Background: an optimization exercise with open tools, aiming at small area and few clock cycles per item. Do not read the settings as production practice. Only simulation tests tie the RTL to the original design; equivalence was not proved.

File: flow/flow/run.sh
#!/bin/bash
# Standard ORFS layout (standard.sh), except that synthesis maps cells with an
# area-oriented ABC script and without full-adder extraction, and the port
# buffers are the smallest buffer cell.
set -euo pipefail
here=$(pwd)
sed -e "s#SYNTH_SCRIPT=[^ ]*#SYNTH_SCRIPT=$here/flow/synth_area.tcl ADDER_MAP_FILE= 'BUFFER_PORTS_ARGS=-buffer_cell sky130_fd_sc_hd__buf_1'#" standard.sh > flow_standard.sh
bash flow_standard.sh > flow_make.log 2>&1
File: flow/flow/abc_nf.script
strash
&get -n
&st
&dch
&nf -R 1000
&put
File: flow/flow/synth_area.tcl
# The standard synthesis (synth_recipe.tcl), with ABC's cell mapping done by
# an area-oriented script (abc_nf.script) instead of ORFS's speed script.
set ::area_abc_script [file join [file dirname [file normalize [info script]]] abc_nf.script]
proc abc {args} {
  set i [lsearch -exact $args -script]
  if { $i >= 0 } { lset args [expr { $i + 1 }] $::area_abc_script }
  set i [lsearch -exact $args -D]
  if { $i >= 0 } { lset args [expr { $i + 1 }] 10000 }
  yosys abc {*}$args
}
source [file join [file dirname [file dirname [file normalize [info script]]]] synth_recipe.tcl]
File: flow/standard.sh
#!/bin/bash
# synth_recipe.tcl (not shown) runs the flow's synth.tcl, then flattens the netlist and writes it again
# the make line also repeats each setting of config.mk as NAME=value (left out here)
make -C /OpenROAD-flow-scripts/flow DESIGN_CONFIG=/design/flow/config.mk WORK_HOME=/design/flow/orfs CLKGATE_MAP_FILE= SYNTH_SCRIPT=/design/flow/synth_recipe.tcl "${@:-finish}"
File: flow/config.mk
export PLATFORM = sky130hd
export DESIGN_NAME = ascon_enc
export DESIGN_NICKNAME = ascon_enc
export VERILOG_FILES = /design/flow/design.v
export SDC_FILE = /design/flow/constraint.sdc
export NUM_CORES = 4
export LEC_CHECK = 0
export CAP_MARGIN = 40
export CORE_MARGIN = 2
export CORE_UTILIZATION = 40
export GPL_TIMING_DRIVEN = 0
export PLACE_DENSITY = 0.7
export SETUP_SLACK_MARGIN = 1.2
export SLEW_MARGIN = 30
File: flow/constraint.sdc
create_clock -name core_clock -period 10.0 [get_ports {clk}]
set_input_delay 2.0000 -clock core_clock [delete_from_list [all_inputs] [get_ports {clk}]]
set_output_delay 2.0000 -clock core_clock [all_outputs]
set_load 0.01 [all_outputs]
File: flow/design.v
module ascon_enc(
	input [127:0] i_data,
	input [127:0] i_n,
	input [127:0] i_k,
	input clk,
	input i_rst,
	input i_start,
	input [15:0] i_a_len,
	input [15:0] i_m_len,
	output reg o_nxt_data,
	output reg o_c,
	output reg [127:0] o_data,
	output reg o_fin
	);
	localparam [63:0] IV = 64'h80800c0800000000;
	localparam [2:0] M_IDLE  = 3'd0;
	localparam [2:0] M_INIT  = 3'd1;
	localparam [2:0] M_AD    = 3'd2;
	localparam [2:0] M_PT    = 3'd3;
	localparam [2:0] M_FINAL = 3'd4;
	localparam [2:0] M_FIN   = 3'd5;
	reg [2:0] mode, mode_nxt;
	reg [1:0] ph, ph_nxt;            
	reg [319:0] s;                   
	reg [127:0] key;
	reg [15:0] cnt, cnt_nxt;         
	reg [15:0] mlen;
	reg absorb;                      
	reg [31:0] rc;                   
	wire idle = (mode == M_IDLE);
	wire cnt_one = (cnt == 16'd1);
	wire cnt_two = (cnt == 16'd2);
	reg key_in, key_out, dom_sep;
	always @(*) begin
		mode_nxt = mode;
		ph_nxt = ph;
		cnt_nxt = cnt;
		key_in = 1'b0;
		key_out = 1'b0;
		dom_sep = 1'b0;
		o_nxt_data = 1'b0;
		o_c = 1'b0;
		o_fin = 1'b0;
		case (mode)
			M_IDLE: begin
				ph_nxt = 2'd0;
				if (i_start) mode_nxt = M_INIT;
			end
			M_INIT: begin
				case (ph)
					2'd0: ph_nxt = 2'd1;
					2'd1: begin
						o_nxt_data = 1'b1;
						ph_nxt = 2'd2;
					end
					default: begin
						key_out = 1'b1;
						mode_nxt = M_AD;
						ph_nxt = 2'd1;
					end
				endcase
			end
			M_AD: begin
				if (ph == 2'd1) begin
					o_nxt_data = 1'b1;
					ph_nxt = 2'd2;
				end else begin
					ph_nxt = 2'd1;
					if (cnt_one) begin
						dom_sep = 1'b1;
						mode_nxt = M_PT;
						cnt_nxt = mlen;
					end else begin
						cnt_nxt = cnt - 16'd1;
					end
				end
			end
			M_PT: begin
				if (ph == 2'd1) begin
					o_c = 1'b1;
					o_nxt_data = 1'b1;
					ph_nxt = 2'd2;
				end else begin
					cnt_nxt = cnt - 16'd1;
					if (cnt_two) begin
						key_in = 1'b1;
						mode_nxt = M_FINAL;
						ph_nxt = 2'd0;
					end else begin
						ph_nxt = 2'd1;
					end
				end
			end
			M_FINAL: begin
				case (ph)
					2'd0: begin
						o_c = 1'b1;
						ph_nxt = 2'd1;
					end
					2'd1: ph_nxt = 2'd2;
					default: begin
						key_out = 1'b1;
						mode_nxt = M_FIN;
						ph_nxt = 2'd0;
					end
				endcase
			end
			M_FIN: begin
				o_fin = 1'b1;
				mode_nxt = M_IDLE;
				ph_nxt = 2'd0;
			end
			default: begin
				mode_nxt = M_IDLE;
				ph_nxt = 2'd0;
			end
		endcase
	end
	wire [319:0] p_out;
	ascon_round4 perm (.i_s(s), .i_rc(rc), .o_s(p_out));
	function [31:0] group_rc(input [1:0] g);
		case (g)
			2'd0: group_rc = 32'hf0e1d2c3;
			2'd1: group_rc = 32'hb4a59687;
			default: group_rc = 32'h78695a4b;
		endcase
	endfunction
	wire [319:0] mask = {i_data & {128{absorb}},
		key & {128{key_in}}, 64'd0}
		^ {192'd0, key & {128{key_out}}}
		^ {319'd0, dom_sep};
	always @(*) begin
		if (o_fin) o_data = s[127:0];
		else o_data = s[319:192];
	end
	always @(posedge clk) begin
		if (idle) s <= {IV, i_k, i_n};
		else s <= p_out ^ mask;
		if (idle) begin
			key <= i_k;
			mlen <= i_m_len;
		end
		cnt <= idle ? i_a_len : cnt_nxt;
	end
	always @(posedge clk or negedge i_rst) begin
		if (~i_rst) begin
			mode <= M_IDLE;
			ph <= 2'd0;
			absorb <= 1'b0;
			rc <= 32'hf0e1d2c3;
		end else begin
			mode <= mode_nxt;
			ph <= ph_nxt;
			absorb <= o_nxt_data;
			rc <= group_rc(ph_nxt);
		end
	end
endmodule
module ascon_round4(
	input [319:0] i_s,
	input [31:0] i_rc,
	output [319:0] o_s
	);
	wire [319:0] s1, s2, s3;
	ascon_round r0 (.i_s(i_s), .i_c(i_rc[31:24]), .o_s(s1));
	ascon_round r1 (.i_s(s1),  .i_c(i_rc[23:16]), .o_s(s2));
	ascon_round r2 (.i_s(s2),  .i_c(i_rc[15:8]),  .o_s(s3));
	ascon_round r3 (.i_s(s3),  .i_c(i_rc[7:0]),   .o_s(o_s));
endmodule
module ascon_round(
	input [319:0] i_s,
	input [7:0] i_c,
	output [319:0] o_s
	);
	wire [63:0] x0 = i_s[319:256];
	wire [63:0] x1 = i_s[255:192];
	wire [63:0] x2 = i_s[191:128] ^ {56'd0, i_c};
	wire [63:0] x3 = i_s[127:64];
	wire [63:0] x4 = i_s[63:0];
	wire [63:0] a0 = x0 ^ x4;
	wire [63:0] a2 = x2 ^ x1;
	wire [63:0] a4 = x4 ^ x3;
	wire [63:0] b0 = a0 ^ (~x1 & a2);
	wire [63:0] b1 = x1 ^ (~a2 & x3);
	wire [63:0] b2 = a2 ^ (~x3 & a4);
	wire [63:0] b3 = x3 ^ (~a4 & a0);
	wire [63:0] b4 = a4 ^ (~a0 & x1);
	wire [63:0] t0 = b0 ^ b4;
	wire [63:0] t1 = b1 ^ b0;
	wire [63:0] t2 = ~b2;
	wire [63:0] t3 = b3 ^ b2;
	wire [63:0] t4 = b4;
	assign o_s[319:256] = t0 ^ {t0[18:0], t0[63:19]} ^ {t0[27:0], t0[63:28]};
	assign o_s[255:192] = t1 ^ {t1[60:0], t1[63:61]} ^ {t1[38:0], t1[63:39]};
	assign o_s[191:128] = t2 ^ {t2[ 1:0], t2[63: 1]} ^ {t2[ 5:0], t2[63: 6]};
	assign o_s[127:64]  = t3 ^ {t3[ 9:0], t3[63:10]} ^ {t3[16:0], t3[63:17]};
	assign o_s[63:0]    = t4 ^ {t4[ 6:0], t4[63: 7]} ^ {t4[40:0], t4[63:41]};
endmodule
==> results.yml <==
worst_hold_path:
  hold_path_depth: 2
  hp-class: "reg2reg"
synthesis:
  yosysWarnings: 1
  synthCells: 8410
  synth_fa_ha_area_share_pct: 0.764
  ys_seq_area_share_pct: 16.2
  synth-seq-cells: 490
  muxShareOfSynthArea_pct: 4.94
  synth_cell_types: 39
  synth_flop_cell: "dfxtp_1"
  synthesis.area_mm2: 0.0708
  synth.largest_area_cell: "xnor2_1"
  synth_nets: 8829
  syn_area_per_cell_um2: 8.41
  yosys-top-cells-count: "xnor2_1, xor2_1, nor2_1"
  synthArstFlopShare_pct: 2.04
  synth_top_area_share_pct: 44.2
  synth-compound-area-share_pct: 5.72
  synth_simple_gate_area_share_pct: 10.2
  synth-edff-count: 160
  yosysMostFrequentCell: "xnor2_1"
  synth_top_family_by_area: "XOR/XNOR gates"
  synth_xor_area_share_pct: 61.8
  yosys-top-cells-area: "xnor2_1, xor2_1, dfxtp_1"
grt:
  gr-total-overflow: 0
  grt_use_total_pct: 61.4
  grt_start_max_net_pins: 75
  antenna_found_initial: 51
  grt_pass1_wl_um: 709000
  first_global_vias: 67700
cts:
  htreeDepth: 2
  cts_tree: "done"
  cts_buffer_depth: 3
  clk_pin_slew_ns: 0.07
  worstSkewPairLatency_ns: 0.75
  cts_root_buf: "clkbuf_16"
  cts_buffers: 57
  clock_sinks: 490
floorplan:
  start_util_pct: 40.2
  dieHeight_um: 425
  core-area_mm2: 0.176
  ios: 550
  design.die.area_mm2: 0.180
  fp-row-count: 154
  die_w_um: 425
detailed_routing:
  vias_per_cell: 6.35
  drt-initial-drc-count: 14000
  vias: 76400
  drtAntennaViolNets: 0
  drt-total-wl_um: 576000
  drc: 0
  drt-pass1-iter-count: 10
  wl_per_cell_um: 47.9
timing:
  finalCritPeriodShare_pct: 95.4
  worst_pin_slew_ns: 1.10
  rsz0062_at_grt: "true"
  fmax_mhz: 105
  fin_skew_ns: 0.0694
  relSlewSlack_pct: 26.1
  finalSetupTns_ns: 0
  drv_slew: 0
  hold_viol_final: 0
  min_period_ns: 9.54
  setup_violations: 0
critical_path:
  rr_worst_depth: 25
  crit_path_max_incr_delay_ns: 0.70
  worst_setup_path_start_kind: "flip-flop"
  worstPathArrival_ns: 10.10
  r2r_slack_ns: 0.46
  timing.rr.end: "s[297]"
  critPathSlowestCell: "xor2_4"
  crit_required_ns: 10.56
  critPathLaunch: "s[43]"
  crit_path_end_kind: "flip-flop"
  critPathCapture: "s[297]"
  rr_startpoint: "s[43]"
  crit_type: "reg2reg"
  path_max_fanout: 4
  cpMostUsedCell: "xnor2_1"
final_layout:
  layout-drive-gt1-share_pct: 17.4
  final_util_pct: 52.9
  multi_input_area_mm2: 0.0686
  fin_cells: 12000
  fillers: 16500
  seq_area_mm2: 0.0115
  nNetsFinal: 10000
  area_growth_pct: 31.6
placed_design:
  gp_congestion: 1.24
  dp_hpwl_um: 496000
  io_buffers: 549
  dp_cells: 11800
outcome:
  status: "complete, no violations"
run:
  drv_cap: 0
## registers in the layout, indices dropped and copies added, names as in the netlist
| signal | count |
|---|---|
| ph | 2 |
| key | 128 |
| mlen | 16 |
| cnt | 16 |
| s | 320 |
| absorb | 1 |
| mode | 3 |
| rc | 4 |
## cell families (layout without fill, tap and decap cells)
group                      count (synthesis)  after routing
AOI/OAI and AO/OA                        764            764
xor gates and xnor gates                4996           4996
adders and majority gates                 54             54
buffers and inverters                     57           1302
DFF                                      490            490
muxes                                    334            334
other                                      0             42
and+or+nand+nor                         1715           1715
## cell usage in the layout (no fill, tap or decap), types with 36 or more instances in the layout
cell and n:
xnor2_4 134, buf_4 262, nand2_1 620, diode_2 42, xnor2_1 2855, o21ai_0 187
nand2b_1 109, mux2_1 122, dfxtp_1 318, xor2_1 1209, buf_8 47, xnor2_2 581
maj3_1 54, clkbuf_16 58, clkinv_1 62, a21oi_2 36, a21oi_1 423, a22oi_1 64
edfxtp_1 160, xor2_4 64, mux2i_1 206, nor2_1 769, buf_6 153, buf_1 549
nor2b_1 161, xor2_2 153, buf_2 75
## metrics by stage
stage               hold WS [ns]  area, µm²  setup WS, ns
finish                     0.601      93100         0.464
CTS                        0.601      89400          1.06
detailed placement         0.587      85200        -0.320
floorplan                  0.549      70800         0.633
global route               0.656      93000         0.866
global placement           0.574      75700         -5.53
## cell type report
class,instances,share of cell area (%)
inverters,57,0.235
clock buffers,73,1.68
multi-input cells,7863,73.7
flip-flops and latches,490,12.3
repair buffers,1138,8.35
well taps,2340,3.14
clock inverters,34,0.445
diodes,42,0.113
## metal layers
layer | vias up | share of wire [%] | GRT usage (%)
met5 | - | 0.21 | 3.44
met3 | 2529 | 17 | 37.9
met4 | 38 | 13 | 63.9
li1 | 29100 | - | -
met2 | 7941 | 36 | 78.1
met1 | 36800 | 33 | 66.3
## worst max-delay path, delay by kind of cell, from the launching register on
kind	cells	cell delay, ns
compound gates	2	0.74
flops	1	0.67
simple gates	4	0.61
buf+inv	1	0.23
xor+xnor	18	7.03
## how the worst min path moves through the flow
stage	startpoint	to	slack (ns)
after floorplan	mode[0]	mode[0]	0.55
after global placement	mlen[6]	cnt[6]	0.57
after detailed placement	mlen[6]	cnt[6]	0.59
after CTS	mlen[6]	cnt[6]	0.60
after global routing	mlen[2]	cnt[2]	0.66
final	mlen[6]	cnt[6]	0.60
## repair_timing
action,CTS,global route
pin swaps,3,31
hold buffers,0,0
buffers inserted,3,31
gates resized for setup,266,244
setup endpoints to repair,248,198
Testbench counts, summed over its fixed seeds: cycles 5,424, messages 256.

port drivers added, routing unchanged:
No port has a modelled driver above. Below, the same layout with a new extraction and two added sets of constraints. Step 1, drivers: a clkbuf_16 drives clk and a buf_2 each remaining input, both assumed. Step 2 adds t to the input delays and takes it off the output delays; t is the mean of the earliest and latest rising clock arrival at the registers after step 1. Input paths then give back, and output paths get back, about the clock's delay inside the block. Slacks: ideal ports / drivers / drivers and shift; pairs: ideal ports / drivers.
t, ns: 0.820
slack for setup (ns): 0.464 / 0.464 / 0.464
worst register clock-pin slew, ns: 0.07 / 0.07
After both steps setup and hold are still met in this run. For this run, drivers alone change the setup slack by 0.000 ns; drivers and shift together by 0.000 ns.
